What follows belongs to an exercise in optimizing a design on an open flow for small area and a short achievable clock period; a production flow would make more cautious choices.
Only simulation tests tie the RTL to the original design; equivalence was not proved.
No activity file was given, so power comes from the tool's default toggle rates.

## flow/config.mk

```make
export PLATFORM = sky130hd
export DESIGN_NAME = systolic_array
export DESIGN_NICKNAME = systolic_array
export VERILOG_FILES = /design/flow/design.v
export SDC_FILE = /design/flow/constraint.sdc
export NUM_CORES = 4
export LEC_CHECK = 0
export CAP_MARGIN = 20
export CORE_MARGIN = 2
export CORE_UTILIZATION = 60
export SLEW_MARGIN = 20
export SYNTH_HIERARCHICAL = 1
export SYNTH_MINIMUM_KEEP_SIZE = 0
```

## flow/constraint.sdc

```tcl
create_clock -name core_clock -period 10.0 [get_ports {clk}]
set_input_delay 2.0000 -clock core_clock [delete_from_list [all_inputs] [get_ports {clk}]]
set_output_delay 2.0000 -clock core_clock [all_outputs]
set_load 0.01 [all_outputs]
```

## flow/design.v

```verilog
`timescale 1ns/100ps
module mac_unit (
    input             clk,
    input             clr,
    input      [7:0]  xn,
    input      [7:0]  wn,
    output reg [23:0] acc
);
wire pp0_0 = ~(xn[0] | wn[0]);
wire pp0_1 = ~(xn[0] | wn[1]);
wire pp0_2 = ~(xn[0] | wn[2]);
wire pp0_3 = ~(xn[0] | wn[3]);
wire pp0_4 = ~(xn[0] | wn[4]);
wire pp0_5 = ~(xn[0] | wn[5]);
wire pp0_6 = ~(xn[0] | wn[6]);
wire pp0_7 = ~(xn[0] | wn[7]);
wire pp1_0 = ~(xn[1] | wn[0]);
wire pp1_1 = ~(xn[1] | wn[1]);
wire pp1_2 = ~(xn[1] | wn[2]);
wire pp1_3 = ~(xn[1] | wn[3]);
wire pp1_4 = ~(xn[1] | wn[4]);
wire pp1_5 = ~(xn[1] | wn[5]);
wire pp1_6 = ~(xn[1] | wn[6]);
wire pp1_7 = ~(xn[1] | wn[7]);
wire pp2_0 = ~(xn[2] | wn[0]);
wire pp2_1 = ~(xn[2] | wn[1]);
wire pp2_2 = ~(xn[2] | wn[2]);
wire pp2_3 = ~(xn[2] | wn[3]);
wire pp2_4 = ~(xn[2] | wn[4]);
wire pp2_5 = ~(xn[2] | wn[5]);
wire pp2_6 = ~(xn[2] | wn[6]);
wire pp2_7 = ~(xn[2] | wn[7]);
wire pp3_0 = ~(xn[3] | wn[0]);
wire pp3_1 = ~(xn[3] | wn[1]);
wire pp3_2 = ~(xn[3] | wn[2]);
wire pp3_3 = ~(xn[3] | wn[3]);
wire pp3_4 = ~(xn[3] | wn[4]);
wire pp3_5 = ~(xn[3] | wn[5]);
wire pp3_6 = ~(xn[3] | wn[6]);
wire pp3_7 = ~(xn[3] | wn[7]);
wire pp4_0 = ~(xn[4] | wn[0]);
wire pp4_1 = ~(xn[4] | wn[1]);
wire pp4_2 = ~(xn[4] | wn[2]);
wire pp4_3 = ~(xn[4] | wn[3]);
wire pp4_4 = ~(xn[4] | wn[4]);
wire pp4_5 = ~(xn[4] | wn[5]);
wire pp4_6 = ~(xn[4] | wn[6]);
wire pp4_7 = ~(xn[4] | wn[7]);
wire pp5_0 = ~(xn[5] | wn[0]);
wire pp5_1 = ~(xn[5] | wn[1]);
wire pp5_2 = ~(xn[5] | wn[2]);
wire pp5_3 = ~(xn[5] | wn[3]);
wire pp5_4 = ~(xn[5] | wn[4]);
wire pp5_5 = ~(xn[5] | wn[5]);
wire pp5_6 = ~(xn[5] | wn[6]);
wire pp5_7 = ~(xn[5] | wn[7]);
wire pp6_0 = ~(xn[6] | wn[0]);
wire pp6_1 = ~(xn[6] | wn[1]);
wire pp6_2 = ~(xn[6] | wn[2]);
wire pp6_3 = ~(xn[6] | wn[3]);
wire pp6_4 = ~(xn[6] | wn[4]);
wire pp6_5 = ~(xn[6] | wn[5]);
wire pp6_6 = ~(xn[6] | wn[6]);
wire pp6_7 = ~(xn[6] | wn[7]);
wire pp7_0 = ~(xn[7] | wn[0]);
wire pp7_1 = ~(xn[7] | wn[1]);
wire pp7_2 = ~(xn[7] | wn[2]);
wire pp7_3 = ~(xn[7] | wn[3]);
wire pp7_4 = ~(xn[7] | wn[4]);
wire pp7_5 = ~(xn[7] | wn[5]);
wire pp7_6 = ~(xn[7] | wn[6]);
wire pp7_7 = ~(xn[7] | wn[7]);
wire hs0, hc0;
ha_cell ha0 (acc[5], pp0_5, hs0, hc0);
wire fs0, fc0;
fa_cell fa0 (acc[6], pp0_6, pp1_5, fs0, fc0);
wire hs1, hc1;
ha_cell ha1 (pp2_4, pp3_3, hs1, hc1);
wire fs1, fc1;
fa_cell fa1 (acc[7], pp0_7, pp1_6, fs1, fc1);
wire fs2, fc2;
fa_cell fa2 (pp2_5, pp3_4, pp4_3, fs2, fc2);
wire hs2, hc2;
ha_cell ha2 (pp5_2, pp6_1, hs2, hc2);
wire fs3, fc3;
fa_cell fa3 (acc[8], pp1_7, pp2_6, fs3, fc3);
wire fs4, fc4;
fa_cell fa4 (pp3_5, pp4_4, pp5_3, fs4, fc4);
wire hs3, hc3;
ha_cell ha3 (pp6_2, pp7_1, hs3, hc3);
wire fs5, fc5;
fa_cell fa5 (acc[9], pp2_7, pp3_6, fs5, fc5);
wire fs6, fc6;
fa_cell fa6 (pp4_5, pp5_4, pp6_3, fs6, fc6);
wire fs7, fc7;
fa_cell fa7 (acc[10], pp3_7, pp4_6, fs7, fc7);
wire hs4, hc4;
ha_cell ha4 (acc[3], pp0_3, hs4, hc4);
wire fs8, fc8;
fa_cell fa8 (acc[4], pp0_4, pp1_3, fs8, fc8);
wire hs5, hc5;
ha_cell ha5 (pp2_2, pp3_1, hs5, hc5);
wire fs9, fc9;
fa_cell fa9 (pp1_4, pp2_3, pp3_2, fs9, fc9);
wire fs10, fc10;
fa_cell fa10 (pp4_1, pp5_0, hs0, fs10, fc10);
wire fs11, fc11;
fa_cell fa11 (pp4_2, pp5_1, pp6_0, fs11, fc11);
wire fs12, fc12;
fa_cell fa12 (hc0, hs1, fs0, fs12, fc12);
wire fs13, fc13;
fa_cell fa13 (pp7_0, hc1, hs2, fs13, fc13);
wire fs14, fc14;
fa_cell fa14 (fc0, fs1, fs2, fs14, fc14);
wire fs15, fc15;
fa_cell fa15 (hc2, hs3, fc1, fs15, fc15);
wire fs16, fc16;
fa_cell fa16 (fc2, fs3, fs4, fs16, fc16);
wire fs17, fc17;
fa_cell fa17 (pp7_2, hc3, fc3, fs17, fc17);
wire fs18, fc18;
fa_cell fa18 (fc4, fs5, fs6, fs18, fc18);
wire fs19, fc19;
fa_cell fa19 (pp5_5, pp6_4, pp7_3, fs19, fc19);
wire fs20, fc20;
fa_cell fa20 (fc5, fc6, fs7, fs20, fc20);
wire fs21, fc21;
fa_cell fa21 (acc[11], pp4_7, pp5_6, fs21, fc21);
wire fs22, fc22;
fa_cell fa22 (pp6_5, pp7_4, fc7, fs22, fc22);
wire fs23, fc23;
fa_cell fa23 (acc[12], pp5_7, pp6_6, fs23, fc23);
wire hs6, hc6;
ha_cell ha6 (acc[2], pp0_2, hs6, hc6);
wire fs24, fc24;
fa_cell fa24 (pp1_2, pp2_1, pp3_0, fs24, fc24);
wire fs25, fc25;
fa_cell fa25 (pp4_0, hc4, hs5, fs25, fc25);
wire fs26, fc26;
fa_cell fa26 (hc5, fc8, fs9, fs26, fc26);
wire fs27, fc27;
fa_cell fa27 (fc9, fs11, fc10, fs27, fc27);
wire fs28, fc28;
fa_cell fa28 (fc11, fs13, fc12, fs28, fc28);
wire fs29, fc29;
fa_cell fa29 (fc13, fc14, fs15, fs29, fc29);
wire fs30, fc30;
fa_cell fa30 (fc15, fc16, fs17, fs30, fc30);
wire fs31, fc31;
fa_cell fa31 (fs19, fc17, fc18, fs31, fc31);
wire fs32, fc32;
fa_cell fa32 (fc19, fs21, fc20, fs32, fc32);
wire fs33, fc33;
fa_cell fa33 (pp7_5, fc21, fs23, fs33, fc33);
wire fs34, fc34;
fa_cell fa34 (acc[13], pp6_7, pp7_6, fs34, fc34);
wire hs7, hc7;
ha_cell ha7 (acc[1], pp0_1, hs7, hc7);
wire fs35, fc35;
fa_cell fa35 (pp1_1, pp2_0, hs6, fs35, fc35);
wire fs36, fc36;
fa_cell fa36 (hc6, hs4, fs24, fs36, fc36);
wire fs37, fc37;
fa_cell fa37 (fc24, fs8, fs25, fs37, fc37);
wire fs38, fc38;
fa_cell fa38 (fc25, fs10, fs26, fs38, fc38);
wire fs39, fc39;
fa_cell fa39 (fc26, fs12, fs27, fs39, fc39);
wire fs40, fc40;
fa_cell fa40 (fs14, fc27, fs28, fs40, fc40);
wire fs41, fc41;
fa_cell fa41 (fs16, fc28, fs29, fs41, fc41);
wire fs42, fc42;
fa_cell fa42 (fs18, fc29, fs30, fs42, fc42);
wire fs43, fc43;
fa_cell fa43 (fs20, fc30, fs31, fs43, fc43);
wire fs44, fc44;
fa_cell fa44 (fs22, fc31, fs32, fs44, fc44);
wire fs45, fc45;
fa_cell fa45 (fc22, fs33, fc32, fs45, fc45);
wire fs46, fc46;
fa_cell fa46 (fc23, fs34, fc33, fs46, fc46);
wire fs47, fc47;
fa_cell fa47 (acc[14], pp7_7, fc34, fs47, fc47);
wire sumg0, sump0;
ha_cell sumha0 (acc[0], pp0_0, sump0, sumg0);
wire sumg1, sump1;
ha_cell sumha1 (pp1_0, hs7, sump1, sumg1);
wire sumg2, sump2;
ha_cell sumha2 (hc7, fs35, sump2, sumg2);
wire sumg3, sump3;
ha_cell sumha3 (fc35, fs36, sump3, sumg3);
wire sumg4, sump4;
ha_cell sumha4 (fc36, fs37, sump4, sumg4);
wire sumg5, sump5;
ha_cell sumha5 (fc37, fs38, sump5, sumg5);
wire sumg6, sump6;
ha_cell sumha6 (fc38, fs39, sump6, sumg6);
wire sumg7, sump7;
ha_cell sumha7 (fc39, fs40, sump7, sumg7);
wire sumg8, sump8;
ha_cell sumha8 (fc40, fs41, sump8, sumg8);
wire sumg9, sump9;
ha_cell sumha9 (fc41, fs42, sump9, sumg9);
wire sumg10, sump10;
ha_cell sumha10 (fc42, fs43, sump10, sumg10);
wire sumg11, sump11;
ha_cell sumha11 (fc43, fs44, sump11, sumg11);
wire sumg12, sump12;
ha_cell sumha12 (fc44, fs45, sump12, sumg12);
wire sumg13, sump13;
ha_cell sumha13 (fs46, fc45, sump13, sumg13);
wire sumg14, sump14;
ha_cell sumha14 (fs47, fc46, sump14, sumg14);
wire sumg15, sump15;
ha_cell sumha15 (acc[15], fc47, sump15, sumg15);
wire sumn0;
aoi21_cell sumn0_g (sump1, sumg0, sumg1, sumn0);
wire sumn1;
nand2_cell sumn1_p (sump1, sump0, sumn1);
wire sumn2;
aoi21_cell sumn2_g (sump3, sumg2, sumg3, sumn2);
wire sumn3;
nand2_cell sumn3_p (sump3, sump2, sumn3);
wire sumn4;
aoi21_cell sumn4_g (sump5, sumg4, sumg5, sumn4);
wire sumn5;
nand2_cell sumn5_p (sump5, sump4, sumn5);
wire sumn6;
aoi21_cell sumn6_g (sump7, sumg6, sumg7, sumn6);
wire sumn7;
nand2_cell sumn7_p (sump7, sump6, sumn7);
wire sumn8;
aoi21_cell sumn8_g (sump9, sumg8, sumg9, sumn8);
wire sumn9;
nand2_cell sumn9_p (sump9, sump8, sumn9);
wire sumn10;
aoi21_cell sumn10_g (sump11, sumg10, sumg11, sumn10);
wire sumn11;
nand2_cell sumn11_p (sump11, sump10, sumn11);
wire sumn12;
aoi21_cell sumn12_g (sump13, sumg12, sumg13, sumn12);
wire sumn13;
nand2_cell sumn13_p (sump13, sump12, sumn13);
wire sumn14;
aoi21_cell sumn14_g (sump15, sumg14, sumg15, sumn14);
wire sumn15;
nand2_cell sumn15_p (sump15, sump14, sumn15);
wire sumn16;
nand2_cell sumn16_p (acc[17], acc[16], sumn16);
wire sumn17;
nand2_cell sumn17_p (acc[19], acc[18], sumn17);
wire sumn18;
nand2_cell sumn18_p (acc[21], acc[20], sumn18);
wire sumn19;
nand2_cell sumn19_p (acc[23], acc[22], sumn19);
wire sumn20;
wire sumn21;
inv_cell sumn21_i (sumn0, sumn21);
aoi21_cell sumn20_g (sump2, sumn21, sumg2, sumn20);
wire sumn22;
wire sumn23;
inv_cell sumn23_i (sumn1, sumn23);
nand2_cell sumn22_p (sump2, sumn23, sumn22);
wire sumn24;
oai21_cell sumn24_g (sumn3, sumn0, sumn2, sumn24);
wire sumn25;
nor2_cell sumn25_p (sumn3, sumn1, sumn25);
wire sumn26;
wire sumn27;
inv_cell sumn27_i (sumn4, sumn27);
aoi21_cell sumn26_g (sump6, sumn27, sumg6, sumn26);
wire sumn28;
wire sumn29;
inv_cell sumn29_i (sumn5, sumn29);
nand2_cell sumn28_p (sump6, sumn29, sumn28);
wire sumn30;
oai21_cell sumn30_g (sumn7, sumn4, sumn6, sumn30);
wire sumn31;
nor2_cell sumn31_p (sumn7, sumn5, sumn31);
wire sumn32;
wire sumn33;
inv_cell sumn33_i (sumn8, sumn33);
aoi21_cell sumn32_g (sump10, sumn33, sumg10, sumn32);
wire sumn34;
wire sumn35;
inv_cell sumn35_i (sumn9, sumn35);
nand2_cell sumn34_p (sump10, sumn35, sumn34);
wire sumn36;
oai21_cell sumn36_g (sumn11, sumn8, sumn10, sumn36);
wire sumn37;
nor2_cell sumn37_p (sumn11, sumn9, sumn37);
wire sumn38;
wire sumn39;
inv_cell sumn39_i (sumn12, sumn39);
aoi21_cell sumn38_g (sump14, sumn39, sumg14, sumn38);
wire sumn40;
wire sumn41;
inv_cell sumn41_i (sumn13, sumn41);
nand2_cell sumn40_p (sump14, sumn41, sumn40);
wire sumn42;
oai21_cell sumn42_g (sumn15, sumn12, sumn14, sumn42);
wire sumn43;
nor2_cell sumn43_p (sumn15, sumn13, sumn43);
wire sumn44;
wire sumn45;
inv_cell sumn45_i (sumn16, sumn45);
nand2_cell sumn44_p (acc[18], sumn45, sumn44);
wire sumn46;
nor2_cell sumn46_p (sumn17, sumn16, sumn46);
wire sumn47;
wire sumn48;
inv_cell sumn48_i (sumn18, sumn48);
nand2_cell sumn47_p (acc[22], sumn48, sumn47);
wire sumn49;
nor2_cell sumn49_p (sumn19, sumn18, sumn49);
wire sumn50;
aoi21_cell sumn50_g (sump4, sumn24, sumg4, sumn50);
wire sumn51;
nand2_cell sumn51_p (sump4, sumn25, sumn51);
wire sumn52;
wire sumn53;
inv_cell sumn53_i (sumn24, sumn53);
oai21_cell sumn52_g (sumn5, sumn53, sumn4, sumn52);
wire sumn54;
wire sumn55;
inv_cell sumn55_i (sumn25, sumn55);
nor2_cell sumn54_p (sumn5, sumn55, sumn54);
wire sumn56;
oai21_cell sumn56_g (sumn28, sumn53, sumn26, sumn56);
wire sumn57;
nor2_cell sumn57_p (sumn28, sumn55, sumn57);
wire sumn58;
aoi21_cell sumn58_g (sumn31, sumn24, sumn30, sumn58);
wire sumn59;
nand2_cell sumn59_p (sumn31, sumn25, sumn59);
wire sumn60;
aoi21_cell sumn60_g (sump12, sumn36, sumg12, sumn60);
wire sumn61;
nand2_cell sumn61_p (sump12, sumn37, sumn61);
wire sumn62;
wire sumn63;
inv_cell sumn63_i (sumn36, sumn63);
oai21_cell sumn62_g (sumn13, sumn63, sumn12, sumn62);
wire sumn64;
wire sumn65;
inv_cell sumn65_i (sumn37, sumn65);
nor2_cell sumn64_p (sumn13, sumn65, sumn64);
wire sumn66;
oai21_cell sumn66_g (sumn40, sumn63, sumn38, sumn66);
wire sumn67;
nor2_cell sumn67_p (sumn40, sumn65, sumn67);
wire sumn68;
aoi21_cell sumn68_g (sumn43, sumn36, sumn42, sumn68);
wire sumn69;
nand2_cell sumn69_p (sumn43, sumn37, sumn69);
wire sumn70;
nand2_cell sumn70_p (acc[20], sumn46, sumn70);
wire sumn71;
wire sumn72;
inv_cell sumn72_i (sumn46, sumn72);
nor2_cell sumn71_p (sumn18, sumn72, sumn71);
wire sumn73;
nor2_cell sumn73_p (sumn47, sumn72, sumn73);
wire sumn74;
nand2_cell sumn74_p (sumn49, sumn46, sumn74);
wire sumn75;
wire sumn76;
inv_cell sumn76_i (sumn58, sumn76);
aoi21_cell sumn75_g (sump8, sumn76, sumg8, sumn75);
wire sumn77;
wire sumn78;
inv_cell sumn78_i (sumn59, sumn78);
nand2_cell sumn77_p (sump8, sumn78, sumn77);
wire sumn79;
oai21_cell sumn79_g (sumn9, sumn58, sumn8, sumn79);
wire sumn80;
nor2_cell sumn80_p (sumn9, sumn59, sumn80);
wire sumn81;
oai21_cell sumn81_g (sumn34, sumn58, sumn32, sumn81);
wire sumn82;
nor2_cell sumn82_p (sumn34, sumn59, sumn82);
wire sumn83;
aoi21_cell sumn83_g (sumn37, sumn76, sumn36, sumn83);
wire sumn84;
nand2_cell sumn84_p (sumn37, sumn78, sumn84);
wire sumn85;
oai21_cell sumn85_g (sumn61, sumn58, sumn60, sumn85);
wire sumn86;
nor2_cell sumn86_p (sumn61, sumn59, sumn86);
wire sumn87;
aoi21_cell sumn87_g (sumn64, sumn76, sumn62, sumn87);
wire sumn88;
nand2_cell sumn88_p (sumn64, sumn78, sumn88);
wire sumn89;
aoi21_cell sumn89_g (sumn67, sumn76, sumn66, sumn89);
wire sumn90;
nand2_cell sumn90_p (sumn67, sumn78, sumn90);
wire sumn91;
oai21_cell sumn91_g (sumn69, sumn58, sumn68, sumn91);
wire sumn92;
nor2_cell sumn92_p (sumn69, sumn59, sumn92);
wire sumn93;
nand2_cell sumn93_g (acc[16], sumn91, sumn93);
wire sumn94;
nand2_cell sumn94_p (acc[16], sumn92, sumn94);
wire sumn95;
wire sumn96;
inv_cell sumn96_i (sumn91, sumn96);
nor2_cell sumn95_g (sumn16, sumn96, sumn95);
wire sumn97;
wire sumn98;
inv_cell sumn98_i (sumn92, sumn98);
nor2_cell sumn97_p (sumn16, sumn98, sumn97);
wire sumn99;
nor2_cell sumn99_g (sumn44, sumn96, sumn99);
wire sumn100;
nor2_cell sumn100_p (sumn44, sumn98, sumn100);
wire sumn101;
nand2_cell sumn101_g (sumn46, sumn91, sumn101);
wire sumn102;
nand2_cell sumn102_p (sumn46, sumn92, sumn102);
wire sumn103;
nor2_cell sumn103_g (sumn70, sumn96, sumn103);
wire sumn104;
nor2_cell sumn104_p (sumn70, sumn98, sumn104);
wire sumn105;
nand2_cell sumn105_g (sumn71, sumn91, sumn105);
wire sumn106;
nand2_cell sumn106_p (sumn71, sumn92, sumn106);
wire sumn107;
nand2_cell sumn107_g (sumn73, sumn91, sumn107);
wire sumn108;
nand2_cell sumn108_p (sumn73, sumn92, sumn108);
wire sumn109;
nor2_cell sumn109_g (sumn74, sumn96, sumn109);
wire sumn110;
nor2_cell sumn110_p (sumn74, sumn98, sumn110);
wire [23:0] sum = {~(acc[23] ^ sumn107), ~(acc[22] ^ sumn105), acc[21] ^ sumn103, ~(acc[20] ^ sumn101), acc[19] ^ sumn99, acc[18] ^ sumn95, ~(acc[17] ^ sumn93), acc[16] ^ sumn91, ~(sump15 ^ sumn89), ~(sump14 ^ sumn87), sump13 ^ sumn85, ~(sump12 ^ sumn83), sump11 ^ sumn81, sump10 ^ sumn79, ~(sump9 ^ sumn75), ~(sump8 ^ sumn58), sump7 ^ sumn56, sump6 ^ sumn52, ~(sump5 ^ sumn50), sump4 ^ sumn24, ~(sump3 ^ sumn20), ~(sump2 ^ sumn0), sump1 ^ sumg0, sump0};
always @(posedge clk) begin
    if (clr)
        acc <= 24'd0;
    else
        acc <= sum;
end
endmodule
module mac_unit0 (
    input         clk,
    input         clr,
    input  [7:0]  x,
    input  [7:0]  w,
    output [23:0] sum
);
wire [23:0] acc = sum;
reg r_sumg0, r_sump0, r_sumn0, r_sumn1, r_sumn20, r_sumn22, r_sumn24, r_sumn25, r_sumn50, r_sumn51, r_sumn52, r_sumn54, r_sumn56, r_sumn57, r_sumn58, r_sumn59, r_sumg8, r_sump8, r_sumn8, r_sumn9, r_sumn32, r_sumn34, r_sumn36, r_sumn37, r_sumn60, r_sumn61, r_sumn62, r_sumn64, r_sumn66, r_sumn67, r_sumn68, r_sumn69, r_acc16, r_sumn16, r_sumn44, r_sumn46, r_sumn70, r_sumn71, r_sumn73, r_sumn74, r_sump1, r_sump2, r_sump3, r_sump4, r_sump5, r_sump6, r_sump7, r_sump9, r_sump10, r_sump11, r_sump12, r_sump13, r_sump14, r_sump15, r_acc17, r_acc18, r_acc19, r_acc20, r_acc21, r_acc22, r_acc23;
wire pp0_0 = x[0] & w[0];
wire pp0_1 = x[0] & w[1];
wire pp0_2 = x[0] & w[2];
wire pp0_3 = x[0] & w[3];
wire pp0_4 = x[0] & w[4];
wire pp0_5 = x[0] & w[5];
wire pp0_6 = x[0] & w[6];
wire pp0_7 = x[0] & w[7];
wire pp1_0 = x[1] & w[0];
wire pp1_1 = x[1] & w[1];
wire pp1_2 = x[1] & w[2];
wire pp1_3 = x[1] & w[3];
wire pp1_4 = x[1] & w[4];
wire pp1_5 = x[1] & w[5];
wire pp1_6 = x[1] & w[6];
wire pp1_7 = x[1] & w[7];
wire pp2_0 = x[2] & w[0];
wire pp2_1 = x[2] & w[1];
wire pp2_2 = x[2] & w[2];
wire pp2_3 = x[2] & w[3];
wire pp2_4 = x[2] & w[4];
wire pp2_5 = x[2] & w[5];
wire pp2_6 = x[2] & w[6];
wire pp2_7 = x[2] & w[7];
wire pp3_0 = x[3] & w[0];
wire pp3_1 = x[3] & w[1];
wire pp3_2 = x[3] & w[2];
wire pp3_3 = x[3] & w[3];
wire pp3_4 = x[3] & w[4];
wire pp3_5 = x[3] & w[5];
wire pp3_6 = x[3] & w[6];
wire pp3_7 = x[3] & w[7];
wire pp4_0 = x[4] & w[0];
wire pp4_1 = x[4] & w[1];
wire pp4_2 = x[4] & w[2];
wire pp4_3 = x[4] & w[3];
wire pp4_4 = x[4] & w[4];
wire pp4_5 = x[4] & w[5];
wire pp4_6 = x[4] & w[6];
wire pp4_7 = x[4] & w[7];
wire pp5_0 = x[5] & w[0];
wire pp5_1 = x[5] & w[1];
wire pp5_2 = x[5] & w[2];
wire pp5_3 = x[5] & w[3];
wire pp5_4 = x[5] & w[4];
wire pp5_5 = x[5] & w[5];
wire pp5_6 = x[5] & w[6];
wire pp5_7 = x[5] & w[7];
wire pp6_0 = x[6] & w[0];
wire pp6_1 = x[6] & w[1];
wire pp6_2 = x[6] & w[2];
wire pp6_3 = x[6] & w[3];
wire pp6_4 = x[6] & w[4];
wire pp6_5 = x[6] & w[5];
wire pp6_6 = x[6] & w[6];
wire pp6_7 = x[6] & w[7];
wire pp7_0 = x[7] & w[0];
wire pp7_1 = x[7] & w[1];
wire pp7_2 = x[7] & w[2];
wire pp7_3 = x[7] & w[3];
wire pp7_4 = x[7] & w[4];
wire pp7_5 = x[7] & w[5];
wire pp7_6 = x[7] & w[6];
wire pp7_7 = x[7] & w[7];
wire hs0, hc0;
ha_cell ha0 (acc[5], pp0_5, hs0, hc0);
wire fs0, fc0;
fa_cell fa0 (acc[6], pp0_6, pp1_5, fs0, fc0);
wire hs1, hc1;
ha_cell ha1 (pp2_4, pp3_3, hs1, hc1);
wire fs1, fc1;
fa_cell fa1 (acc[7], pp0_7, pp1_6, fs1, fc1);
wire fs2, fc2;
fa_cell fa2 (pp2_5, pp3_4, pp4_3, fs2, fc2);
wire hs2, hc2;
ha_cell ha2 (pp5_2, pp6_1, hs2, hc2);
wire fs3, fc3;
fa_cell fa3 (acc[8], pp1_7, pp2_6, fs3, fc3);
wire fs4, fc4;
fa_cell fa4 (pp3_5, pp4_4, pp5_3, fs4, fc4);
wire hs3, hc3;
ha_cell ha3 (pp6_2, pp7_1, hs3, hc3);
wire fs5, fc5;
fa_cell fa5 (acc[9], pp2_7, pp3_6, fs5, fc5);
wire fs6, fc6;
fa_cell fa6 (pp4_5, pp5_4, pp6_3, fs6, fc6);
wire fs7, fc7;
fa_cell fa7 (acc[10], pp3_7, pp4_6, fs7, fc7);
wire hs4, hc4;
ha_cell ha4 (acc[3], pp0_3, hs4, hc4);
wire fs8, fc8;
fa_cell fa8 (acc[4], pp0_4, pp1_3, fs8, fc8);
wire hs5, hc5;
ha_cell ha5 (pp2_2, pp3_1, hs5, hc5);
wire fs9, fc9;
fa_cell fa9 (pp1_4, pp2_3, pp3_2, fs9, fc9);
wire fs10, fc10;
fa_cell fa10 (pp4_1, pp5_0, hs0, fs10, fc10);
wire fs11, fc11;
fa_cell fa11 (pp4_2, pp5_1, pp6_0, fs11, fc11);
wire fs12, fc12;
fa_cell fa12 (hc0, hs1, fs0, fs12, fc12);
wire fs13, fc13;
fa_cell fa13 (pp7_0, hc1, hs2, fs13, fc13);
wire fs14, fc14;
fa_cell fa14 (fc0, fs1, fs2, fs14, fc14);
wire fs15, fc15;
fa_cell fa15 (hc2, hs3, fc1, fs15, fc15);
wire fs16, fc16;
fa_cell fa16 (fc2, fs3, fs4, fs16, fc16);
wire fs17, fc17;
fa_cell fa17 (pp7_2, hc3, fc3, fs17, fc17);
wire fs18, fc18;
fa_cell fa18 (fc4, fs5, fs6, fs18, fc18);
wire fs19, fc19;
fa_cell fa19 (pp5_5, pp6_4, pp7_3, fs19, fc19);
wire fs20, fc20;
fa_cell fa20 (fc5, fc6, fs7, fs20, fc20);
wire fs21, fc21;
fa_cell fa21 (acc[11], pp4_7, pp5_6, fs21, fc21);
wire fs22, fc22;
fa_cell fa22 (pp6_5, pp7_4, fc7, fs22, fc22);
wire fs23, fc23;
fa_cell fa23 (acc[12], pp5_7, pp6_6, fs23, fc23);
wire hs6, hc6;
ha_cell ha6 (acc[2], pp0_2, hs6, hc6);
wire fs24, fc24;
fa_cell fa24 (pp1_2, pp2_1, pp3_0, fs24, fc24);
wire fs25, fc25;
fa_cell fa25 (pp4_0, hc4, hs5, fs25, fc25);
wire fs26, fc26;
fa_cell fa26 (hc5, fc8, fs9, fs26, fc26);
wire fs27, fc27;
fa_cell fa27 (fc9, fs11, fc10, fs27, fc27);
wire fs28, fc28;
fa_cell fa28 (fc11, fs13, fc12, fs28, fc28);
wire fs29, fc29;
fa_cell fa29 (fc13, fc14, fs15, fs29, fc29);
wire fs30, fc30;
fa_cell fa30 (fc15, fc16, fs17, fs30, fc30);
wire fs31, fc31;
fa_cell fa31 (fs19, fc17, fc18, fs31, fc31);
wire fs32, fc32;
fa_cell fa32 (fc19, fs21, fc20, fs32, fc32);
wire fs33, fc33;
fa_cell fa33 (pp7_5, fc21, fs23, fs33, fc33);
wire fs34, fc34;
fa_cell fa34 (acc[13], pp6_7, pp7_6, fs34, fc34);
wire hs7, hc7;
ha_cell ha7 (acc[1], pp0_1, hs7, hc7);
wire fs35, fc35;
fa_cell fa35 (pp1_1, pp2_0, hs6, fs35, fc35);
wire fs36, fc36;
fa_cell fa36 (hc6, hs4, fs24, fs36, fc36);
wire fs37, fc37;
fa_cell fa37 (fc24, fs8, fs25, fs37, fc37);
wire fs38, fc38;
fa_cell fa38 (fc25, fs10, fs26, fs38, fc38);
wire fs39, fc39;
fa_cell fa39 (fc26, fs12, fs27, fs39, fc39);
wire fs40, fc40;
fa_cell fa40 (fs14, fc27, fs28, fs40, fc40);
wire fs41, fc41;
fa_cell fa41 (fs16, fc28, fs29, fs41, fc41);
wire fs42, fc42;
fa_cell fa42 (fs18, fc29, fs30, fs42, fc42);
wire fs43, fc43;
fa_cell fa43 (fs20, fc30, fs31, fs43, fc43);
wire fs44, fc44;
fa_cell fa44 (fs22, fc31, fs32, fs44, fc44);
wire fs45, fc45;
fa_cell fa45 (fc22, fs33, fc32, fs45, fc45);
wire fs46, fc46;
fa_cell fa46 (fc23, fs34, fc33, fs46, fc46);
wire fs47, fc47;
fa_cell fa47 (acc[14], pp7_7, fc34, fs47, fc47);
wire sumg0, sump0;
ha_cell sumha0 (acc[0], pp0_0, sump0, sumg0);
wire sumg1, sump1;
ha_cell sumha1 (pp1_0, hs7, sump1, sumg1);
wire sumg2, sump2;
ha_cell sumha2 (hc7, fs35, sump2, sumg2);
wire sumg3, sump3;
ha_cell sumha3 (fc35, fs36, sump3, sumg3);
wire sumg4, sump4;
ha_cell sumha4 (fc36, fs37, sump4, sumg4);
wire sumg5, sump5;
ha_cell sumha5 (fc37, fs38, sump5, sumg5);
wire sumg6, sump6;
ha_cell sumha6 (fc38, fs39, sump6, sumg6);
wire sumg7, sump7;
ha_cell sumha7 (fc39, fs40, sump7, sumg7);
wire sumg8, sump8;
ha_cell sumha8 (fc40, fs41, sump8, sumg8);
wire sumg9, sump9;
ha_cell sumha9 (fc41, fs42, sump9, sumg9);
wire sumg10, sump10;
ha_cell sumha10 (fc42, fs43, sump10, sumg10);
wire sumg11, sump11;
ha_cell sumha11 (fc43, fs44, sump11, sumg11);
wire sumg12, sump12;
ha_cell sumha12 (fc44, fs45, sump12, sumg12);
wire sumg13, sump13;
ha_cell sumha13 (fs46, fc45, sump13, sumg13);
wire sumg14, sump14;
ha_cell sumha14 (fs47, fc46, sump14, sumg14);
wire sumg15, sump15;
ha_cell sumha15 (acc[15], fc47, sump15, sumg15);
wire sumn0;
aoi21_cell sumn0_g (sump1, sumg0, sumg1, sumn0);
wire sumn1;
nand2_cell sumn1_p (sump1, sump0, sumn1);
wire sumn2;
aoi21_cell sumn2_g (sump3, sumg2, sumg3, sumn2);
wire sumn3;
nand2_cell sumn3_p (sump3, sump2, sumn3);
wire sumn4;
aoi21_cell sumn4_g (sump5, sumg4, sumg5, sumn4);
wire sumn5;
nand2_cell sumn5_p (sump5, sump4, sumn5);
wire sumn6;
aoi21_cell sumn6_g (sump7, sumg6, sumg7, sumn6);
wire sumn7;
nand2_cell sumn7_p (sump7, sump6, sumn7);
wire sumn8;
aoi21_cell sumn8_g (sump9, sumg8, sumg9, sumn8);
wire sumn9;
nand2_cell sumn9_p (sump9, sump8, sumn9);
wire sumn10;
aoi21_cell sumn10_g (sump11, sumg10, sumg11, sumn10);
wire sumn11;
nand2_cell sumn11_p (sump11, sump10, sumn11);
wire sumn12;
aoi21_cell sumn12_g (sump13, sumg12, sumg13, sumn12);
wire sumn13;
nand2_cell sumn13_p (sump13, sump12, sumn13);
wire sumn14;
aoi21_cell sumn14_g (sump15, sumg14, sumg15, sumn14);
wire sumn15;
nand2_cell sumn15_p (sump15, sump14, sumn15);
wire sumn16;
nand2_cell sumn16_p (acc[17], acc[16], sumn16);
wire sumn17;
nand2_cell sumn17_p (acc[19], acc[18], sumn17);
wire sumn18;
nand2_cell sumn18_p (acc[21], acc[20], sumn18);
wire sumn19;
nand2_cell sumn19_p (acc[23], acc[22], sumn19);
wire sumn20;
wire sumn21;
inv_cell sumn21_i (sumn0, sumn21);
aoi21_cell sumn20_g (sump2, sumn21, sumg2, sumn20);
wire sumn22;
wire sumn23;
inv_cell sumn23_i (sumn1, sumn23);
nand2_cell sumn22_p (sump2, sumn23, sumn22);
wire sumn24;
oai21_cell sumn24_g (sumn3, sumn0, sumn2, sumn24);
wire sumn25;
nor2_cell sumn25_p (sumn3, sumn1, sumn25);
wire sumn26;
wire sumn27;
inv_cell sumn27_i (sumn4, sumn27);
aoi21_cell sumn26_g (sump6, sumn27, sumg6, sumn26);
wire sumn28;
wire sumn29;
inv_cell sumn29_i (sumn5, sumn29);
nand2_cell sumn28_p (sump6, sumn29, sumn28);
wire sumn30;
oai21_cell sumn30_g (sumn7, sumn4, sumn6, sumn30);
wire sumn31;
nor2_cell sumn31_p (sumn7, sumn5, sumn31);
wire sumn32;
wire sumn33;
inv_cell sumn33_i (sumn8, sumn33);
aoi21_cell sumn32_g (sump10, sumn33, sumg10, sumn32);
wire sumn34;
wire sumn35;
inv_cell sumn35_i (sumn9, sumn35);
nand2_cell sumn34_p (sump10, sumn35, sumn34);
wire sumn36;
oai21_cell sumn36_g (sumn11, sumn8, sumn10, sumn36);
wire sumn37;
nor2_cell sumn37_p (sumn11, sumn9, sumn37);
wire sumn38;
wire sumn39;
inv_cell sumn39_i (sumn12, sumn39);
aoi21_cell sumn38_g (sump14, sumn39, sumg14, sumn38);
wire sumn40;
wire sumn41;
inv_cell sumn41_i (sumn13, sumn41);
nand2_cell sumn40_p (sump14, sumn41, sumn40);
wire sumn42;
oai21_cell sumn42_g (sumn15, sumn12, sumn14, sumn42);
wire sumn43;
nor2_cell sumn43_p (sumn15, sumn13, sumn43);
wire sumn44;
wire sumn45;
inv_cell sumn45_i (sumn16, sumn45);
nand2_cell sumn44_p (acc[18], sumn45, sumn44);
wire sumn46;
nor2_cell sumn46_p (sumn17, sumn16, sumn46);
wire sumn47;
wire sumn48;
inv_cell sumn48_i (sumn18, sumn48);
nand2_cell sumn47_p (acc[22], sumn48, sumn47);
wire sumn49;
nor2_cell sumn49_p (sumn19, sumn18, sumn49);
wire sumn50;
aoi21_cell sumn50_g (sump4, sumn24, sumg4, sumn50);
wire sumn51;
nand2_cell sumn51_p (sump4, sumn25, sumn51);
wire sumn52;
wire sumn53;
inv_cell sumn53_i (sumn24, sumn53);
oai21_cell sumn52_g (sumn5, sumn53, sumn4, sumn52);
wire sumn54;
wire sumn55;
inv_cell sumn55_i (sumn25, sumn55);
nor2_cell sumn54_p (sumn5, sumn55, sumn54);
wire sumn56;
oai21_cell sumn56_g (sumn28, sumn53, sumn26, sumn56);
wire sumn57;
nor2_cell sumn57_p (sumn28, sumn55, sumn57);
wire sumn58;
aoi21_cell sumn58_g (sumn31, sumn24, sumn30, sumn58);
wire sumn59;
nand2_cell sumn59_p (sumn31, sumn25, sumn59);
wire sumn60;
aoi21_cell sumn60_g (sump12, sumn36, sumg12, sumn60);
wire sumn61;
nand2_cell sumn61_p (sump12, sumn37, sumn61);
wire sumn62;
wire sumn63;
inv_cell sumn63_i (sumn36, sumn63);
oai21_cell sumn62_g (sumn13, sumn63, sumn12, sumn62);
wire sumn64;
wire sumn65;
inv_cell sumn65_i (sumn37, sumn65);
nor2_cell sumn64_p (sumn13, sumn65, sumn64);
wire sumn66;
oai21_cell sumn66_g (sumn40, sumn63, sumn38, sumn66);
wire sumn67;
nor2_cell sumn67_p (sumn40, sumn65, sumn67);
wire sumn68;
aoi21_cell sumn68_g (sumn43, sumn36, sumn42, sumn68);
wire sumn69;
nand2_cell sumn69_p (sumn43, sumn37, sumn69);
wire sumn70;
nand2_cell sumn70_p (acc[20], sumn46, sumn70);
wire sumn71;
wire sumn72;
inv_cell sumn72_i (sumn46, sumn72);
nor2_cell sumn71_p (sumn18, sumn72, sumn71);
wire sumn73;
nor2_cell sumn73_p (sumn47, sumn72, sumn73);
wire sumn74;
nand2_cell sumn74_p (sumn49, sumn46, sumn74);
always @(posedge clk) begin
    if (clr) begin
        r_sumg0 <= 1'b0;
        r_sump0 <= 1'b0;
        r_sumn0 <= 1'b1;
        r_sumn1 <= 1'b1;
        r_sumn20 <= 1'b1;
        r_sumn22 <= 1'b1;
        r_sumn24 <= 1'b0;
        r_sumn25 <= 1'b0;
        r_sumn50 <= 1'b1;
        r_sumn51 <= 1'b1;
        r_sumn52 <= 1'b0;
        r_sumn54 <= 1'b0;
        r_sumn56 <= 1'b0;
        r_sumn57 <= 1'b0;
        r_sumn58 <= 1'b1;
        r_sumn59 <= 1'b1;
        r_sumg8 <= 1'b0;
        r_sump8 <= 1'b0;
        r_sumn8 <= 1'b1;
        r_sumn9 <= 1'b1;
        r_sumn32 <= 1'b1;
        r_sumn34 <= 1'b1;
        r_sumn36 <= 1'b0;
        r_sumn37 <= 1'b0;
        r_sumn60 <= 1'b1;
        r_sumn61 <= 1'b1;
        r_sumn62 <= 1'b0;
        r_sumn64 <= 1'b0;
        r_sumn66 <= 1'b0;
        r_sumn67 <= 1'b0;
        r_sumn68 <= 1'b1;
        r_sumn69 <= 1'b1;
        r_acc16 <= 1'b0;
        r_sumn16 <= 1'b1;
        r_sumn44 <= 1'b1;
        r_sumn46 <= 1'b0;
        r_sumn70 <= 1'b1;
        r_sumn71 <= 1'b0;
        r_sumn73 <= 1'b0;
        r_sumn74 <= 1'b1;
        r_sump1 <= 1'b0;
        r_sump2 <= 1'b0;
        r_sump3 <= 1'b0;
        r_sump4 <= 1'b0;
        r_sump5 <= 1'b0;
        r_sump6 <= 1'b0;
        r_sump7 <= 1'b0;
        r_sump9 <= 1'b0;
        r_sump10 <= 1'b0;
        r_sump11 <= 1'b0;
        r_sump12 <= 1'b0;
        r_sump13 <= 1'b0;
        r_sump14 <= 1'b0;
        r_sump15 <= 1'b0;
        r_acc17 <= 1'b0;
        r_acc18 <= 1'b0;
        r_acc19 <= 1'b0;
        r_acc20 <= 1'b0;
        r_acc21 <= 1'b0;
        r_acc22 <= 1'b0;
        r_acc23 <= 1'b0;
    end else begin
        r_sumg0 <= sumg0;
        r_sump0 <= sump0;
        r_sumn0 <= sumn0;
        r_sumn1 <= sumn1;
        r_sumn20 <= sumn20;
        r_sumn22 <= sumn22;
        r_sumn24 <= sumn24;
        r_sumn25 <= sumn25;
        r_sumn50 <= sumn50;
        r_sumn51 <= sumn51;
        r_sumn52 <= sumn52;
        r_sumn54 <= sumn54;
        r_sumn56 <= sumn56;
        r_sumn57 <= sumn57;
        r_sumn58 <= sumn58;
        r_sumn59 <= sumn59;
        r_sumg8 <= sumg8;
        r_sump8 <= sump8;
        r_sumn8 <= sumn8;
        r_sumn9 <= sumn9;
        r_sumn32 <= sumn32;
        r_sumn34 <= sumn34;
        r_sumn36 <= sumn36;
        r_sumn37 <= sumn37;
        r_sumn60 <= sumn60;
        r_sumn61 <= sumn61;
        r_sumn62 <= sumn62;
        r_sumn64 <= sumn64;
        r_sumn66 <= sumn66;
        r_sumn67 <= sumn67;
        r_sumn68 <= sumn68;
        r_sumn69 <= sumn69;
        r_acc16 <= acc[16];
        r_sumn16 <= sumn16;
        r_sumn44 <= sumn44;
        r_sumn46 <= sumn46;
        r_sumn70 <= sumn70;
        r_sumn71 <= sumn71;
        r_sumn73 <= sumn73;
        r_sumn74 <= sumn74;
        r_sump1 <= sump1;
        r_sump2 <= sump2;
        r_sump3 <= sump3;
        r_sump4 <= sump4;
        r_sump5 <= sump5;
        r_sump6 <= sump6;
        r_sump7 <= sump7;
        r_sump9 <= sump9;
        r_sump10 <= sump10;
        r_sump11 <= sump11;
        r_sump12 <= sump12;
        r_sump13 <= sump13;
        r_sump14 <= sump14;
        r_sump15 <= sump15;
        r_acc17 <= acc[17];
        r_acc18 <= acc[18];
        r_acc19 <= acc[19];
        r_acc20 <= acc[20];
        r_acc21 <= acc[21];
        r_acc22 <= acc[22];
        r_acc23 <= acc[23];
    end
end
wire sumn75;
wire sumn76;
inv_cell sumn76_i (r_sumn58, sumn76);
aoi21_cell sumn75_g (r_sump8, sumn76, r_sumg8, sumn75);
wire sumn77;
wire sumn78;
inv_cell sumn78_i (r_sumn59, sumn78);
nand2_cell sumn77_p (r_sump8, sumn78, sumn77);
wire sumn79;
oai21_cell sumn79_g (r_sumn9, r_sumn58, r_sumn8, sumn79);
wire sumn80;
nor2_cell sumn80_p (r_sumn9, r_sumn59, sumn80);
wire sumn81;
oai21_cell sumn81_g (r_sumn34, r_sumn58, r_sumn32, sumn81);
wire sumn82;
nor2_cell sumn82_p (r_sumn34, r_sumn59, sumn82);
wire sumn83;
aoi21_cell sumn83_g (r_sumn37, sumn76, r_sumn36, sumn83);
wire sumn84;
nand2_cell sumn84_p (r_sumn37, sumn78, sumn84);
wire sumn85;
oai21_cell sumn85_g (r_sumn61, r_sumn58, r_sumn60, sumn85);
wire sumn86;
nor2_cell sumn86_p (r_sumn61, r_sumn59, sumn86);
wire sumn87;
aoi21_cell sumn87_g (r_sumn64, sumn76, r_sumn62, sumn87);
wire sumn88;
nand2_cell sumn88_p (r_sumn64, sumn78, sumn88);
wire sumn89;
aoi21_cell sumn89_g (r_sumn67, sumn76, r_sumn66, sumn89);
wire sumn90;
nand2_cell sumn90_p (r_sumn67, sumn78, sumn90);
wire sumn91;
oai21_cell sumn91_g (r_sumn69, r_sumn58, r_sumn68, sumn91);
wire sumn92;
nor2_cell sumn92_p (r_sumn69, r_sumn59, sumn92);
wire sumn93;
nand2_cell sumn93_g (r_acc16, sumn91, sumn93);
wire sumn94;
nand2_cell sumn94_p (r_acc16, sumn92, sumn94);
wire sumn95;
wire sumn96;
inv_cell sumn96_i (sumn91, sumn96);
nor2_cell sumn95_g (r_sumn16, sumn96, sumn95);
wire sumn97;
wire sumn98;
inv_cell sumn98_i (sumn92, sumn98);
nor2_cell sumn97_p (r_sumn16, sumn98, sumn97);
wire sumn99;
nor2_cell sumn99_g (r_sumn44, sumn96, sumn99);
wire sumn100;
nor2_cell sumn100_p (r_sumn44, sumn98, sumn100);
wire sumn101;
nand2_cell sumn101_g (r_sumn46, sumn91, sumn101);
wire sumn102;
nand2_cell sumn102_p (r_sumn46, sumn92, sumn102);
wire sumn103;
nor2_cell sumn103_g (r_sumn70, sumn96, sumn103);
wire sumn104;
nor2_cell sumn104_p (r_sumn70, sumn98, sumn104);
wire sumn105;
nand2_cell sumn105_g (r_sumn71, sumn91, sumn105);
wire sumn106;
nand2_cell sumn106_p (r_sumn71, sumn92, sumn106);
wire sumn107;
nand2_cell sumn107_g (r_sumn73, sumn91, sumn107);
wire sumn108;
nand2_cell sumn108_p (r_sumn73, sumn92, sumn108);
wire sumn109;
nor2_cell sumn109_g (r_sumn74, sumn96, sumn109);
wire sumn110;
nor2_cell sumn110_p (r_sumn74, sumn98, sumn110);
assign sum = {~(r_acc23 ^ sumn107), ~(r_acc22 ^ sumn105), r_acc21 ^ sumn103, ~(r_acc20 ^ sumn101), r_acc19 ^ sumn99, r_acc18 ^ sumn95, ~(r_acc17 ^ sumn93), r_acc16 ^ sumn91, ~(r_sump15 ^ sumn89), ~(r_sump14 ^ sumn87), r_sump13 ^ sumn85, ~(r_sump12 ^ sumn83), r_sump11 ^ sumn81, r_sump10 ^ sumn79, ~(r_sump9 ^ sumn75), ~(r_sump8 ^ r_sumn58), r_sump7 ^ r_sumn56, r_sump6 ^ r_sumn52, ~(r_sump5 ^ r_sumn50), r_sump4 ^ r_sumn24, ~(r_sump3 ^ r_sumn20), ~(r_sump2 ^ r_sumn0), r_sump1 ^ r_sumg0, r_sump0};
endmodule
module fa_cell (input a, input b, input c, output s, output co);
assign s = a ^ b ^ c;
assign co = (a & b) | (a & c) | (b & c);
endmodule
module ha_cell (input a, input b, output s, output co);
assign s = a ^ b;
assign co = a & b;
endmodule
module aoi21_cell (input a1, input a2, input b1, output y);
assign y = ~((a1 & a2) | b1);
endmodule
module oai21_cell (input a1, input a2, input b1, output y);
assign y = ~((a1 | a2) & b1);
endmodule
module nand2_cell (input a, input b, output y);
assign y = ~(a & b);
endmodule
module nor2_cell (input a, input b, output y);
assign y = ~(a | b);
endmodule
module inv_cell (input a, output y);
assign y = ~a;
endmodule
`timescale 1ns/100ps
module systolic_array #(
    parameter NUM_ROW = 8,
    parameter NUM_COL = 8,
    parameter IN_WORD_SIZE = 8,
    parameter OUT_WORD_SIZE = 24
)(
    input                                           clk,
    input                                           rst,
    input      [NUM_COL*IN_WORD_SIZE-1:0]           top_inputs,
    input      [NUM_ROW*IN_WORD_SIZE-1:0]           left_inputs,
    output reg                                      compute_done,
    output reg [OUT_WORD_SIZE-1:0]                  cycles_count,
    output     [0:OUT_WORD_SIZE*NUM_ROW*NUM_COL-1]  pe_register_vals
);
localparam W = IN_WORD_SIZE;
localparam ND = NUM_ROW + NUM_COL - 2;    
always @(posedge clk) begin
    if (rst)
        cycles_count <= 0;
    else
        cycles_count <= cycles_count + 1;
end
always @(posedge clk) begin
    if (rst)
        compute_done <= 1'b0;
    else if (cycles_count == 22)
        compute_done <= 1'b1;
end
reg [ND-1:0] rst_hist;
always @(posedge clk)
    rst_hist <= {rst_hist[ND-2:0] | {(ND-1){rst}}, rst};
wire [ND:0] clr = {rst_hist | {ND{rst}}, rst};
genvar i, j;
generate
for (i = 0; i < NUM_ROW; i = i + 1) begin : row
    localparam N = i + NUM_COL - 1;
    reg  [W*N-1:0] dl;
    wire [W*(N+1)-1:0] st = {dl, ~left_inputs[W*i +: W]};
    always @(posedge clk)
        dl <= st[W*N-1:0];
end
for (j = 0; j < NUM_COL; j = j + 1) begin : col
    localparam N = j + NUM_ROW - 1;
    reg  [W*N-1:0] dl;
    wire [W*(N+1)-1:0] st = {dl, ~top_inputs[W*j +: W]};
    always @(posedge clk)
        dl <= st[W*N-1:0];
end
for (i = 0; i < NUM_ROW; i = i + 1) begin : pr
    for (j = 0; j < NUM_COL; j = j + 1) begin : pc
        if (i + j == 0) begin : g0
            mac_unit0 pe (
                .clk (clk),
                .clr (clr[0]),
                .x   (left_inputs[0 +: W]),
                .w   (top_inputs[0 +: W]),
                .sum (pe_register_vals[0 +: OUT_WORD_SIZE])
            );
        end else begin : g
            mac_unit pe (
                .clk (clk),
                .clr (clr[i+j]),
                .xn  (row[i].st[W*(i+j) +: W]),
                .wn  (col[j].st[W*(i+j) +: W]),
                .acc (pe_register_vals[OUT_WORD_SIZE*(NUM_COL*i+j) +: OUT_WORD_SIZE])
            );
        end
    end
end
endgenerate
endmodule
```

## flow/flow/run.sh

```bash
#!/bin/bash
set -euo pipefail
cd "$(dirname "$0")/.."
bash standard.sh "BUFFER_PORTS_ARGS=-buffer_cell sky130_fd_sc_hd__buf_1" \
    SETUP_SLACK_MARGIN=6 TNS_END_PERCENT=5 finish > orfs_make.log 2>&1
```

## flow/standard.sh

```bash
#!/bin/bash
# synth_recipe.tcl (not shown) runs the flow's synth.tcl, then flattens the netlist and writes it again
# the make line also repeats each setting of config.mk as NAME=value (left out here)
make -C /OpenROAD-flow-scripts/flow DESIGN_CONFIG=/design/flow/config.mk WORK_HOME=/design/flow/orfs CLKGATE_MAP_FILE= SYNTH_SCRIPT=/design/flow/synth_recipe.tcl "${@:-finish}"
```

==> results of run 1 <==
[modules after synthesis (local to each module, per instance)]
| module | flip-flops and latches | area (um^2) | copies in the design |
|---|---|---|---|
| aoi21_cell | 0 | 8.76 | 1280 |
| oai21_cell | 0 | 5.00 | 768 |
| mac_unit | 24 | 1120 | 63 |
| nor2_cell | 0 | 3.75 | 704 |
| mac_unit0 | 53 | 2030 | 1 |
| ha_cell | 0 | 12.5 | 1536 |
| fa_cell | 0 | 20.0 | 3072 |
| inv_cell | 0 | 3.75 | 960 |
| systolic_array | 1383 | 28900 | 1 |
| nand2_cell | 0 | 3.75 | 1408 |
[sequential cells by signal (all words and copies together) (netlist names), 14 cells and up]
register        count
pr.pc.g.pe.acc   1512
col.dl            672
row.dl            672
cycles_count       24
rst_hist           14
[final cells by class]
class                   count  area share
diodes                     17    0.000180
clock buffers             457      0.0405
clock inverters           153     0.00825
inverters                1093      0.0173
multi-input cells       16000       0.610
flip-flops and latches   2948       0.259
well taps                4578      0.0242
repair buffers           2071      0.0404
[layer usage]
metal | part of all wire | global-route usage | vias up
met5 | 0.00020 | 0 | -
met4 | 0.066 | 0.193 | 20
met3 | 0.089 | 0.108 | 1076
met2 | 0.46 | 0.552 | 4523
met1 | 0.39 | 0.425 | 74400
li1 | - | - | 68400
[logic make-up after synthesis]
kind of cell             after synthesis  share of synthesized area
AND/OR/NAND/NOR                     7851                      0.144
adder cells (fa/ha/maj)             4610                      0.387
flip-flops                          2948                      0.283
buffers and inverters               2239                     0.0509
AO/OA/AOI/OAI                       2067                     0.0727
XOR/XNOR                            1485                     0.0623
[path summary, 6_finish.rpt]
check / endpoint / cells past startpoint
worst max-delay path: pr[0].pc[0].g0.pe.r_sumn68 / 11
worst min-delay path: row[6].dl[29] / 0
worst max register to register: pr[6].pc[2].g.pe.acc[18] / 14
worst min register to register: row[6].dl[29] / 0
[cell usage in the layout (no fill, tap or decap), types with 52 or more instances in the layout]
| cell | instances |
|---|---|
| xnor2_1 | 703 |
| and2_1 | 56 |
| o21ai_4 | 97 |
| ha_4 | 164 |
| inv_1 | 1075 |
| ha_1 | 1368 |
| fa_1 | 3015 |
| clkbuf_1 | 59 |
| buf_4 | 345 |
| buf_1 | 1667 |
| dfxtp_1 | 2053 |
| nor2b_1 | 100 |
| nor2_4 | 75 |
| nand2_1 | 1370 |
| a21oi_4 | 67 |
| clkbuf_16 | 346 |
| clkbuf_8 | 52 |
| a21oi_2 | 1213 |
| xor2_1 | 770 |
| o21ai_2 | 52 |
| dfxtp_2 | 396 |
| nor2_1 | 5880 |
| nor2_2 | 246 |
| dfxtp_4 | 499 |
| fa_2 | 57 |
| o21ai_1 | 619 |
[what timing repair did]
action                                   CTS  global route
pin swaps                                 64           194
gates resized for setup                 1326          1142
setup buffers                            118           239
cloned                                     0             0
endpoints found under the setup margin   871           928
[metrics by stage]
stage	utilization	hold WS, ns	total power, mW	area [um^2]	setup WS (ns)
4_1_cts	0.666	0.307	48.2	231000	5.81
5_1_grt	0.684	0.322	53.8	237000	5.69
6_report	0.684	0.316	50.3	237000	5.80
3_5_place_dp	0.619	0.312	34.1	214000	4.47
2_1_floorplan	-	0.310	30.2	209000	5.09
3_3_place_gp	0.619	0.310	33.9	214000	4.51
[where the power goes]
part	internal (mW)	total, mW	switching (mW)
clock network	7.67	13.0	5.30
logic	10.6	24.2	13.6
registers	12.2	13.2	0.957
total	30.5	50.3	19.9
==> notes.md, run 1 <==
most frequent CP cell: fa_1
Max-slew headroom: 0.297
Min-Delay Path Class: flip-flop to flip-flop
depth of the CTS H-tree: 5
Setup TNS: 0 ns
most common cell in the netlist: nor2_1
Top Ports: 1,691
synthesized cell area: 209,000 um^2
share of flip-flops with an asynchronous set or reset: 0
gpl congestion: 0.961
drt total wl: 618,000 um
WP data arrival: 5.02 ns
max_cap viols: 0
Setup Viol. Count Final: 0
multi-input logic area: 144,000 um^2
placed cells: 26.3k
Final period util: 0.420
reg2reg start: row[6].dl[58]
CTS Hold Bufs: 0
worst vdd ir: 175 uV
via count: 148k
vias in the first global route: 153k
clock sinks: 2,948
CP Class: input port to flip-flop
Routed WL per cell: 22.6 um
CP Launch Point: left_inputs[3]
antenna violations before repair: 36
combined buffer and inverter count along the critical path: 1
Setup crit start kind: input port
worst hold path startpoint: row[6].dl[21]
DP Wirelength: 492,000 um
Final Hold Fails: 0
#FFs+latches synth: 2,948
first-pass iteration count of the detailed router: 6
share of the yosys chip area belonging to registers: 0.283
CP top delay family: adder cells
FMAX: 238 MHz
fin crit period: 4.20 ns
worst path cell trace: buf_4 -> and2_1 -> fa_1 -> fa_2 -> fa_1 -> fa_1 -> ha_4 -> nand2_4 -> o21ai_4 -> a21oi_2 -> or2_1
EDFF count, synth: 0
largest net degree at the start of global routing: 82
distinct cell type count after synthesis: 36
syn_area_per_cell: 9.84 um^2
area delta synth->final: 13.5%
CTS max path bufs: 4
Die Area: 352,000 um^2
register area: 61,400 um^2
std cell rows: 216
via density per instance: 5.43
outcome: finished clean
Clock Skew: 0.0655 ns
CP max FO: 9
Synth Instances: 21.2k
Slew @ Worst Pin: 1.06 ns
flop-to-flop setup slack: 5.86 ns
fillers: 27.5k
final slew viol count: 0
Initial Utilization: 0.603
core area: 346,000 um^2
TritonCTS Buffers: 336
CTS tree: yes
DRT iter0 DRCs: 9,274
crit end category: flip-flop
post-synth top area cell: fa_1
Die Span X: 594 um
Commonest cells post-synth: nor2_1, fa_1, dfxtp_1
# nets final: 27.2k
GRT Total Usage: 0.349
clock slew seen by the registers of the worst setup and hold paths: 0.06 ns
port bufs: 1,690
Synth Warn #: 9
Worst-Skew Late Latency: 0.97 ns
non-filler instance count after layout: 27.3k
CP Data Required Time: 10.81 ns
Net Count, Synth: 25.9k
PD cells: 213 nW/um^2
gr ovfl total: 0
Top FF cell, synth: dfxtp_1
RSZ-0062 raised after global routing: true
top cell type's share of synthesized area: 0.295
slowest stage delay, CP: 0.50 ns
Die Height: 594 um
top post-synthesis cells by area: fa_1, dfxtp_1, nor2_1
LEAKAGE: 102 nW
post-route ant nets: 0
share of post-route cells with drive strength above 1: 0.173
slowest CP cell: fa_1
first-pass GRT wire length: 936,000 um
CTS Root Buffer Type: clkbuf_16
DRC: 0
==> inputs of run 2 (changes only) <==
--- a/flow/config.mk
+++ b/flow/config.mk
@@ -8,6 +8,8 @@
 export CAP_MARGIN = 20
 export CORE_MARGIN = 2
 export CORE_UTILIZATION = 60
+export CTS_CLUSTER_DIAMETER = 100
+export CTS_CLUSTER_SIZE = 20
 export SLEW_MARGIN = 20
 export SYNTH_HIERARCHICAL = 1
 export SYNTH_MINIMUM_KEEP_SIZE = 0
==> run 2 against run 1 <==
Sequential share of layout area up 0.68 points. Global-route usage down 0.31 points. Non-clock buffer count up 66. Power down 10%. Cell count down 1.2%. Via count down 0.89%. Fmax about the same.
==> notes.md, run 2 <==
outcome: finished clean
LEAKAGE: 98.8 nW (-2.8%)
Die Area: 352,000 um^2 (unchanged)
most common cell in the netlist: nor2_1
worst hold path startpoint: col[2].dl[4]
CTS tree: yes
Synth Warn #: 9 (unchanged)
top post-synthesis cells by area: fa_1, dfxtp_1, nor2_1
Largest regs: pr.pc.g.pe.acc: 1512 flops, col.dl: 672 flops, row.dl: 672 flops
first-pass GRT wire length: 927,000 um (-0.99%)
synthesized cell area: 209,000 um^2 (unchanged)
port bufs: 1,690 (unchanged)
Worst-Skew Late Latency: 0.96 ns (about the same)
GRT Total Usage: 0.346 (-0.00312)
EDFF count, synth: 0 (unchanged)
CTS Root Buffer Type: clkbuf_16
max reg flops: 1,512 (unchanged)
depth of the CTS H-tree: 4 (-1)
clock slew seen by the registers of the worst setup and hold paths: 0.08 ns (+0.02 ns)
share of post-route cells with drive strength above 1: 0.168 (-0.00511)
commonest non-fill, non-tap cell in the layout: nor2_1
WP data arrival: 5.07 ns (+0.05 ns)
CP top delay family: adder cells
gr ovfl total: 0 (unchanged)
largest net degree at the start of global routing: 82 (unchanged)
CP Data Required Time: 10.86 ns (+0.05 ns)
FMAX: 238 MHz (about the same)
PD cells: 195 nW/um^2 (-8.1%)
Final Hold Fails: 0 (unchanged)
top cell type's share of synthesized area: 0.295 (unchanged)
share of the yosys chip area belonging to registers: 0.283 (unchanged)
fillers: 28.2k (+2.3%)
share of flip-flops with an asynchronous set or reset: 0 (unchanged)
std cell rows: 216 (unchanged)
Net Count, Synth: 25.9k (unchanged)
DP Wirelength: 492,000 um (unchanged)
slowest CP cell: fa_1
DRT iter0 DRCs: 9,584 (+3.3%)
placed cells: 26.3k (unchanged)
DRC: 0 (unchanged)
Synth Instances: 21.2k (unchanged)
Setup Viol. Count Final: 0 (unchanged)
CP max FO: 9 (unchanged)
worst path cell trace: buf_2 -> and2_4 -> fa_2 -> fa_2 -> fa_1 -> fa_1 -> ha_4 -> a21oi_4 -> o21ai_4 -> inv_2 -> o21ai_1 -> nor2b_1
area delta synth->final: 10.8%
Routed WL per cell: 22.7 um (+0.45%)
fin crit period: 4.21 ns (+0.00194 ns)
non-filler instance count after layout: 27.0k (-1.2%)
post-synth top area cell: fa_1
clock sinks: 2,948 (unchanged)
vias in the first global route: 151k (-1.5%)
combined buffer and inverter count along the critical path: 2 (+1)
commonest cells after routing, fill and taps aside: nor2_1, fa_1, dfxtp_1
worst vdd ir: 232 uV (+33%)
CTS max path bufs: 4 (unchanged)
multi-input logic area: 145,000 um^2 (+0.33%)
Max-slew headroom: 0.293 (-0.00342)
Die Span X: 594 um (unchanged)
slowest stage delay, CP: 0.56 ns (+0.06 ns)
CP Launch Point: top_inputs[7]
gpl congestion: 0.961 (unchanged)
Slew @ Worst Pin: 1.06 ns (+0.00513 ns)
Commonest cells post-synth: nor2_1, fa_1, dfxtp_1
TritonCTS Buffers: 176 (-48%)
reg2reg start: row[1].dl[2]
first-pass iteration count of the detailed router: 5 (-1)
register area: 61,500 um^2 (+0.21%)
RSZ-0062 raised after global routing: true
# nets final: 27.1k (-0.35%)
core area: 346,000 um^2 (unchanged)
via density per instance: 5.44 (+0.31%)
Setup TNS: 0 ns (unchanged)
Clock Skew: 0.0735 ns (+0.00797 ns)
CTS Hold Bufs: 0 (unchanged)
syn_area_per_cell: 9.84 um^2 (unchanged)
#FFs+latches synth: 2,948 (unchanged)
Total Power: 45.2 mW (-10%)
Top Ports: 1,691 (unchanged)
Initial Utilization: 0.603 (unchanged)
final slew viol count: 0 (unchanged)
CP Class: input port to flip-flop
max_cap viols: 0 (unchanged)
drt total wl: 613,000 um (-0.75%)
Final period util: 0.421 (about the same)
crit end category: flip-flop
post-route ant nets: 0 (unchanged)
antenna violations before repair: 36 (unchanged)
Die Height: 594 um (unchanged)
distinct cell type count after synthesis: 36 (unchanged)
Biggest register: pr.pc.g.pe.acc
via count: 147k (-0.89%)
Top FF cell, synth: dfxtp_1
Min-Delay Path Class: flip-flop to flip-flop
Setup crit start kind: input port
run 2: changes by cell type in the layout (fill, tap and decap cells not counted), moves of 37 or more:
cell,previous run,this run
dfxtp_2,396,359
buf_4,345,410
nor2_1,5880,5824
clkbuf_8,52,2
clkbuf_1,59,5
nor2_2,246,304
dfxtp_4,499,545
clkbuf_16,346,179
run 2: cells by family (layout without fill, tap and decap cells):
group,count (synthesis),count (layout),synth area share
XOR/XNOR,1485,1485,0.0623
other,0,17,0
flip-flops,2948,2948,0.283
adder cells (fa/ha/maj),4610,4610,0.387
buffers and inverters,2239,3447,0.0509
AND/OR/NAND/NOR,7851,7851,0.144
AO/OA/AOI/OAI,2067,2067,0.0727
run 2: worst paths after layout:
kind | to | depth (start not counted) | slack [ns]
worst max-delay path | pr[0].pc[0].g0.pe.r_sumn66 | 12 | 5.79
worst min-delay path | col[2].dl[12] | 0 | 0.30
worst max register to register | pr[1].pc[0].g.pe.acc[19] | 14 | 5.90
worst min register to register | col[2].dl[12] | 0 | 0.30
run 2: what timing repair did:
item,CTS,global route
setup buffers,120,303
endpoints found under the setup margin,885,928
gates resized for setup,1344,1266
pin swaps,69,206
run 2: cell type report:
type	count	area share
Tap cell	4578	0.0248
Sequential cell	2948	0.266
Clock buffer	186	0.0196
Timing Repair Buffer	2137	0.0433
Multi-Input combinational cell	16000	0.627
Inverter	1093	0.0177
Antenna cell	17	0.000184
Clock inverter	31	0.00184
run 2: modules after synthesis, one instance, submodules excluded:
module	cells inside	cell area, um^2
aoi21_cell	1	8.76
fa_cell	1	20.0
ha_cell	1	12.5
inv_cell	1	3.75
mac_unit	153	1120
mac_unit0	199	2030
nand2_cell	1	3.75
nor2_cell	1	3.75
oai21_cell	1	5.00
systolic_array	1634	28900
run 2: stage by stage:
step / setup WS, ns / area [um^2] / util / hold slack (ns)
after floorplan: 5.09 / 209000 / - / 0.310
after global placement: 4.51 / 214000 / 0.619 / 0.310
after detailed placement: 4.47 / 214000 / 0.619 / 0.312
after CTS: 5.81 / 224000 / 0.647 / 0.301
after global routing: 5.72 / 231000 / 0.668 / 0.316
final: 5.79 / 231000 / 0.668 / 0.299
run 2: per-layer routing:
layer / wire length (um) / GRT usage / vias to the layer above
met5: 91 / 0 / -
met4: 40800 / 0.192 / 16
met3: 53300 / 0.0984 / 979
met2: 281000 / 0.547 / 4319
met1: 239000 / 0.427 / 73800
li1: - / - / 67900
run 2: worst register-to-register path, cell delays in order (launching register included):
cell and delay, ns:
dfxtp_2 0.47, nor2_1 0.10, fa_1 0.52, fa_1 0.41, fa_1 0.53, fa_1 0.44
ha_1 0.36, nand2_1 0.12, nor2_2 0.22, nand2_1 0.12, o21ai_4 0.22, inv_1 0.11
nor2_1 0.15, xnor2_1 0.13, nor2_1 0.05
run 2: power by group:
group / total (mW) / switching [mW] / internal, mW
combinational: 24.4 / 13.7 / 10.7
sequential: 13.1 / 0.950 / 12.2
clock: 7.63 / 4.23 / 3.40
total: 45.2 / 18.8 / 26.3

[afterwards: timing with drivers on the ports]
The results above use ideal ports. As a check the final layouts listed here were re-extracted and re-timed, cells and wires unchanged. Step 1 sets driving cells, clkbuf_16 on the clock port and buf_2 on the other inputs (assumed; they add their load-dependent delay and slew). Step 2 times the ports against the registers' clock, not the clock port: input delays grow and output delays shrink by t, the midpoint of the rising clock arrivals with the driver on. Slacks: ideal ports / drivers / drivers and shift; pairs: ideal ports / drivers.
run | shift t [ns] | slack for setup (ns) | worst setup path after step 2 | cell pins on the clock port's net
run 1 | 1.063 | 5.795 / 5.731 / 4.828 | input to register | 1
run 2 | 1.054 | 5.793 / 5.729 / 4.830 | input to register | 1
After both steps every run listed still meets setup and hold. The setup slack of run 1, which loses most, moves by -0.064 ns with the drivers and by -0.967 ns with both steps.
